Background: an optimization exercise with open tools, aiming at small area and a short achievable clock period. Do not read the settings as production practice. RTL that was checked went through simulation tests only; none was proved equivalent to the original.

==> inputs of run a <==
==> flow/design.v (excerpt) <==
module PE#(
    parameter d_width = 32,
    parameter a_width = 8,
    parameter iact_size =  5,
    parameter kernel_size = 3
)
(
    input start,
    input clk, rst_n,
    input [d_width -1 : 0] weight,
    input [d_width -1 : 0] iact,
    output reg load_weight,
    output reg load_iact,
    output reg done,
    output reg [d_width -1 : 0] pe_out
);
clock: 10.0 ns
lec_check: 0
cap_margin: 20
core_margin: 2
core_utilization: 60
cts_buf_list: sky130_fd_sc_hd__clkbuf_16
cts_cluster_diameter: 100
cts_cluster_size: 32
place_density: 0.75
slew_margin: 20
buffer_ports_args: -buffer_cell sky130_fd_sc_hd__buf_2
setup_slack_margin: 6.8
setup_move_sequence: sizeup,swap
standard.sh (not shown) runs the stock make flow with config.mk's settings and CLKGATE_MAP_FILE= SYNTH_SCRIPT=/design/flow/synth_recipe.tcl, a recipe that flattens the netlist after the stock synthesis.
==> flow/flow/run.sh <==
#!/bin/bash
# Layout flow: the standard layout (standard.sh) with these changes:
#  - the port buffers are buf_2 cells instead of the cell buffer_ports picks;
#  - timing repair aims at 6.8 ns of setup slack at the 10 ns clock, and
#    may only resize cells and swap pins (no buffers, no cloning).
set -euo pipefail
cat >> config.mk <<'EOC'
export BUFFER_PORTS_ARGS = -buffer_cell sky130_fd_sc_hd__buf_2
export SETUP_SLACK_MARGIN = 6.8
export SETUP_MOVE_SEQUENCE = sizeup,swap
EOC
bash standard.sh > standard.log 2>&1
==> run b (differences from run a) <==
- CORE_UTILIZATION: 60 -> 70
- PLACE_DENSITY: 0.75 -> unset
==> run c (differences from run a) <==
==> flow/flow/run.sh (replaced) <==
#!/bin/bash
# Layout flow: the standard layout (standard.sh) with these changes:
#  - the port buffers are buf_2 cells instead of the cell buffer_ports picks;
#  - timing repair aims at 6.9 ns of setup slack at the 10 ns clock, and
#    may only resize cells and swap pins (no buffers, no cloning).
set -euo pipefail
cat >> config.mk <<'EOC'
export BUFFER_PORTS_ARGS = -buffer_cell sky130_fd_sc_hd__buf_2
export SETUP_SLACK_MARGIN = 6.9
export SETUP_MOVE_SEQUENCE = sizeup,swap
EOC
bash standard.sh > standard.log 2>&1
- PLACE_DENSITY: 0.75 -> unset
- SETUP_SLACK_MARGIN: 6.8 -> 6.9
==> run d (differences from run a) <==
==> flow/flow/run.sh (replaced) <==
#!/bin/bash
# Layout flow: the standard layout (standard.sh) with these changes:
#  - the port buffers are buf_2 cells instead of the cell buffer_ports picks;
#  - timing repair aims at 6.9 ns of setup slack at the 10 ns clock, and
#    may only resize cells and swap pins (no buffers, no cloning).
set -euo pipefail
cat >> config.mk <<'EOC'
export BUFFER_PORTS_ARGS = -buffer_cell sky130_fd_sc_hd__buf_2
export SETUP_SLACK_MARGIN = 6.9
export SETUP_MOVE_SEQUENCE = sizeup,swap
EOC
bash standard.sh > standard.log 2>&1
- CORE_UTILIZATION: 60 -> 55
- PLACE_DENSITY: 0.75 -> unset
- SETUP_SLACK_MARGIN: 6.8 -> 6.9
==> summary of the runs <==
Run d completed with no timing, DRC or antenna violations. Run b ran to the end with no violations. Run a ran to the end with no violations. Run c went through all stages and came out clean. Sequential share of layout area: run d < run c < run a < run b. First-iteration DRC count: run d is larger than run c (about 5%). In run c the non-clock buffer count is higher than in run b, by 4. The lowest final cell count belongs to run b, the highest to run d.


==> inputs of run H <==
PE again, from the RTL that the note above started with.
==> flow/design.v (excerpt) <==
module PE#(
    parameter d_width = 32,
    parameter a_width = 8,
    parameter iact_size =  5,
    parameter kernel_size = 3
)
(
    input start,
    input clk, rst_n,
    input [d_width -1 : 0] weight,
    input [d_width -1 : 0] iact,
    output reg load_weight,
    output reg load_iact,
    output reg done,
    output reg [d_width -1 : 0] pe_out
);
export LEC_CHECK = 0
export CAP_MARGIN = 20
export CORE_MARGIN = 2
export CORE_UTILIZATION = 60
export CTS_BUF_LIST = sky130_fd_sc_hd__clkbuf_16
export CTS_CLUSTER_DIAMETER = 100
export CTS_CLUSTER_SIZE = 32
export SLEW_MARGIN = 20
export TNS_END_PERCENT = 30
export BUFFER_PORTS_ARGS = -buffer_cell sky130_fd_sc_hd__buf_2
export SETUP_SLACK_MARGIN = 6.9
export SETUP_MOVE_SEQUENCE = sizeup,swap
create_clock -name core_clock -period 10.0 [get_ports {clk}]
==> flow/flow/run.sh <==
#!/bin/bash
# Layout flow: the standard layout (standard.sh) with these changes:
#  - the port buffers are buf_2 cells instead of the cell buffer_ports picks;
#  - timing repair aims at 6.9 ns of setup slack at the 10 ns clock, and
#    may only resize cells and swap pins (no buffers, no cloning).
set -euo pipefail
cat >> config.mk <<'EOC'
export BUFFER_PORTS_ARGS = -buffer_cell sky130_fd_sc_hd__buf_2
export SETUP_SLACK_MARGIN = 6.9
export SETUP_MOVE_SEQUENCE = sizeup,swap
EOC
bash standard.sh > standard.log 2>&1
==> run M (differences from run H) <==
==> flow/flow/run.sh (replaced) <==
#!/bin/bash
# Layout flow: the standard layout (standard.sh) with these changes:
#  - the port buffers are buf_2 cells instead of the cell buffer_ports picks;
#  - timing repair aims at 6.8 ns of setup slack at the 10 ns clock, and
#    may only resize cells and swap pins (no buffers, no cloning).
set -euo pipefail
cat >> config.mk <<'EOC'
export BUFFER_PORTS_ARGS = -buffer_cell sky130_fd_sc_hd__buf_2
export SETUP_SLACK_MARGIN = 6.8
export SETUP_MOVE_SEQUENCE = sizeup,swap
EOC
bash standard.sh > standard.log 2>&1
- CTS_CLUSTER_DIAMETER: 100 -> 60
- CTS_CLUSTER_SIZE: 32 -> 30
- SETUP_SLACK_MARGIN: 6.9 -> 6.8
- TNS_END_PERCENT: 30 -> not set
==> run A (differences from run H) <==
--- a/flow/design.v
+++ b/flow/design.v
@@ -251,18 +251,18 @@
     wire pp7_26 = ((one[7] & a[12]) | (two[7] & a[11])) ^ neg[7];
     wire pp7_27 = ((one[7] & a[13]) | (two[7] & a[12])) ^ neg[7];
     wire pp7_28 = ((one[7] & a[14]) | (two[7] & a[13])) ^ neg[7];
     wire pp7_29 = ((one[7] & a[15]) | (two[7] & a[14])) ^ neg[7];
     wire pp7_30 = ((one[7] & a[16]) | (two[7] & a[15])) ^ neg[7];
     wire pp7_31 = ((one[7] & a[17]) | (two[7] & a[16])) ^ neg[7];
-    wire u1 = acc0_s[0] ^ neg[0];
-    wire c2 = u1 ? pp0_0 : acc0_s[0];
-    wire s3 = u1 ^ pp0_0;
+    wire u1 = acc0_s[0] ^ acc0_c[0];
+    wire c2 = u1 ? neg[0] : acc0_s[0];
+    wire s3 = u1 ^ neg[0];
     wire u4 = acc0_s[1] ^ acc0_c[1];
-    wire c5 = u4 ? pp0_1 : acc0_s[1];
-    wire s6 = u4 ^ pp0_1;
+    wire c5 = u4 ? c2 : acc0_s[1];
+    wire s6 = u4 ^ c2;
     wire u7 = acc0_s[2] ^ acc0_c[2];
     wire c8 = u7 ? neg[1] : acc0_s[2];
     wire u9 = neg[1] ^ pp0_2;
     wire u10 = u7 ^ u9;
     wire c11 = u10 ? pp1_2 : pp0_2;
     wire s12 = u10 ^ pp1_2;
@@ -845,15 +845,15 @@
     wire x589 = x587 ^ x588;
     wire x590 = c565 ^ x589;
     wire x591 = c568 ^ x590;
     wire x592 = x591 ^ c572;
     wire [31:0] n0_s, n0_c;
     assign n0_s[0] = s3;
-    assign n0_c[0] = 1'b0;
-    assign n0_s[1] = s6;
-    assign n0_c[1] = c2;
+    assign n0_c[0] = pp0_0;
+    assign n0_s[1] = pp0_1;
+    assign n0_c[1] = s6;
     assign n0_s[2] = c5;
     assign n0_c[2] = s12;
     assign n0_s[3] = s18;
     assign n0_c[3] = c11;
     assign n0_s[4] = c17;
     assign n0_c[4] = s27;
@@ -985,18 +985,18 @@
     wire pp14_28 = ((one[14] & a[0]) | (two[14] & 1'b0)) ^ neg[14];
     wire pp14_29 = ((one[14] & a[1]) | (two[14] & a[0])) ^ neg[14];
     wire pp14_30 = ((one[14] & a[2]) | (two[14] & a[1])) ^ neg[14];
     wire pp14_31 = ((one[14] & a[3]) | (two[14] & a[2])) ^ neg[14];
     wire pp15_30 = ((one[15] & a[0]) | (two[15] & 1'b0)) ^ neg[15];
     wire pp15_31 = ((one[15] & a[1]) | (two[15] & a[0])) ^ neg[15];
-    wire u593 = acc1_s[16] ^ neg[8];
-    wire c594 = u593 ? pp8_16 : acc1_s[16];
-    wire s595 = u593 ^ pp8_16;
+    wire u593 = acc1_s[16] ^ acc1_c[16];
+    wire c594 = u593 ? neg[8] : acc1_s[16];
+    wire s595 = u593 ^ neg[8];
     wire u596 = acc1_s[17] ^ acc1_c[17];
-    wire c597 = u596 ? pp8_17 : acc1_s[17];
-    wire s598 = u596 ^ pp8_17;
+    wire c597 = u596 ? c594 : acc1_s[17];
+    wire s598 = u596 ^ c594;
     wire u599 = acc1_s[18] ^ acc1_c[18];
     wire c600 = u599 ? neg[9] : acc1_s[18];
     wire u601 = neg[9] ^ pp8_18;
     wire u602 = u599 ^ u601;
     wire c603 = u602 ? pp9_18 : pp8_18;
     wire s604 = u602 ^ pp9_18;
@@ -1195,15 +1195,15 @@
     wire x797 = c773 ^ x795;
     wire x798 = x796 ^ x797;
     wire x799 = c776 ^ x798;
     wire x800 = c780 ^ x799;
     wire [31:16] n1_s, n1_c;
     assign n1_s[16] = s595;
-    assign n1_c[16] = 1'b0;
-    assign n1_s[17] = s598;
-    assign n1_c[17] = c594;
+    assign n1_c[16] = pp8_16;
+    assign n1_s[17] = pp8_17;
+    assign n1_c[17] = s598;
     assign n1_s[18] = c597;
     assign n1_c[18] = s604;
     assign n1_s[19] = s610;
     assign n1_c[19] = c603;
     assign n1_s[20] = c609;
     assign n1_c[20] = s619;
@@ -1323,13 +1323,13 @@
     wire x888 = acc0_s[31] ^ acc0_c[31];
     wire x889 = acc1_s[31] ^ acc1_c[31];
     wire x890 = x888 ^ x889;
     wire x891 = x890 ^ c883;
     wire [31:0] m_s, m_c;
     assign m_s[0] = acc0_s[0];
-    assign m_c[0] = 1'b0;
+    assign m_c[0] = acc0_c[0];
     assign m_s[1] = acc0_s[1];
     assign m_c[1] = acc0_c[1];
     assign m_s[2] = acc0_s[2];
     assign m_c[2] = acc0_c[2];
     assign m_s[3] = acc0_s[3];
     assign m_c[3] = acc0_c[3];
@@ -1354,14 +1354,14 @@
     assign m_s[13] = acc0_s[13];
     assign m_c[13] = acc0_c[13];
     assign m_s[14] = acc0_s[14];
     assign m_c[14] = acc0_c[14];
     assign m_s[15] = acc0_s[15];
     assign m_c[15] = acc0_c[15];
-    assign m_s[16] = s803;
-    assign m_c[16] = 1'b0;
+    assign m_s[16] = acc1_c[16];
+    assign m_c[16] = s803;
     assign m_s[17] = s809;
     assign m_c[17] = 1'b0;
     assign m_s[18] = s815;
     assign m_c[18] = c808;
     assign m_s[19] = s821;
     assign m_c[19] = c814;
- TNS_END_PERCENT: 30 -> not set
==> run summary <==
Fmax: run M < run A < run H.
Area after synthesis: run M is smaller than run A (about 0.9%).
Run A finished clean. Run H finished with timing, DRC and antenna clean. Run M completed without violations.
Hold slack, highest first: run M, run A, run H.
The highest worst setup slack belongs to run H, the lowest to run M.
==> figures <==
| metric | run H | run A | run M |
|---|---|---|---|
| Per-cell via count in the routed design | 5.76 | 5.85 | 5.80 |
| Flop-to-flop setup slack | 6.93 ns | 6.79 ns | 6.78 ns |
| Die area | 0.0462 sq mm | 0.0466 sq mm | 0.0462 sq mm |
| Top cell type's share of synthesized area | 29.9% | 29.7% | 29.9% |
| Pin slew with the least headroom to its limit | 1.08 ns | 0.898 ns | 1.08 ns |
| Run status | complete, no violations | complete, no violations | complete, no violations |
| TritonCTS Buffers | 19 | 21 | 31 |
| Critical path launch point | pe_out[28] | acc0_c[24] | acc0_c[18] |
| Design Area, Final | 0.0287 sq mm | 0.0289 sq mm | 0.0293 sq mm |
Only the layout flow was run in run A; the RTL was not checked for function there.

## re-timing with driven ports
The results above use ideal ports. As a check the final layouts listed here were re-extracted and re-timed, cells and wires unchanged.
Step 1, drivers: a clkbuf_16 drives clk and a buf_2 each remaining input, both assumed.
Step 2 moves the port delays by t, midway between the first and last clock arrival at a register: inputs arrive t later, outputs are due t later. That takes back most of the time a late clock gives input paths.
Three values: no drivers, after step 1, after step 2; two values: the first two.
| run | t, ns | setup slack, ns | worst hold slack (ns) | worst register clock-pin slew, ns |
|---|---|---|---|---|
| run a of note 1 | 0.623 | 6.839 / 6.786 / 6.839 | 0.285 / 0.285 / 0.285 | 0.13 / 0.13 |
| run b of note 1 | 0.608 | 6.806 / 6.806 / 6.770 | 0.324 / 0.324 / 0.324 | 0.12 / 0.12 |
| run c of note 1 | 0.616 | 6.852 / 6.793 / 6.828 | 0.312 / 0.312 / 0.312 | 0.12 / 0.12 |
| run d of note 1 | 0.622 | 6.854 / 6.792 / 6.465 | 0.325 / 0.325 / 0.325 | 0.12 / 0.12 |
| run H of note 2 | 0.617 | 6.857 / 6.798 / 6.826 | 0.313 / 0.313 / 0.313 | 0.12 / 0.12 |
| run M of note 2 | 0.666 | 6.783 / 6.763 / 6.745 | 0.326 / 0.326 / 0.326 | 0.10 / 0.10 |
| run A of note 2 | 0.633 | 6.794 / 6.744 / 6.794 | 0.317 / 0.317 / 0.317 | 0.12 / 0.12 |
After both steps setup and hold are still met in every run listed. The setup slack of run d of note 1, which loses most, moves by -0.062 ns with the drivers and by -0.389 ns with both steps.
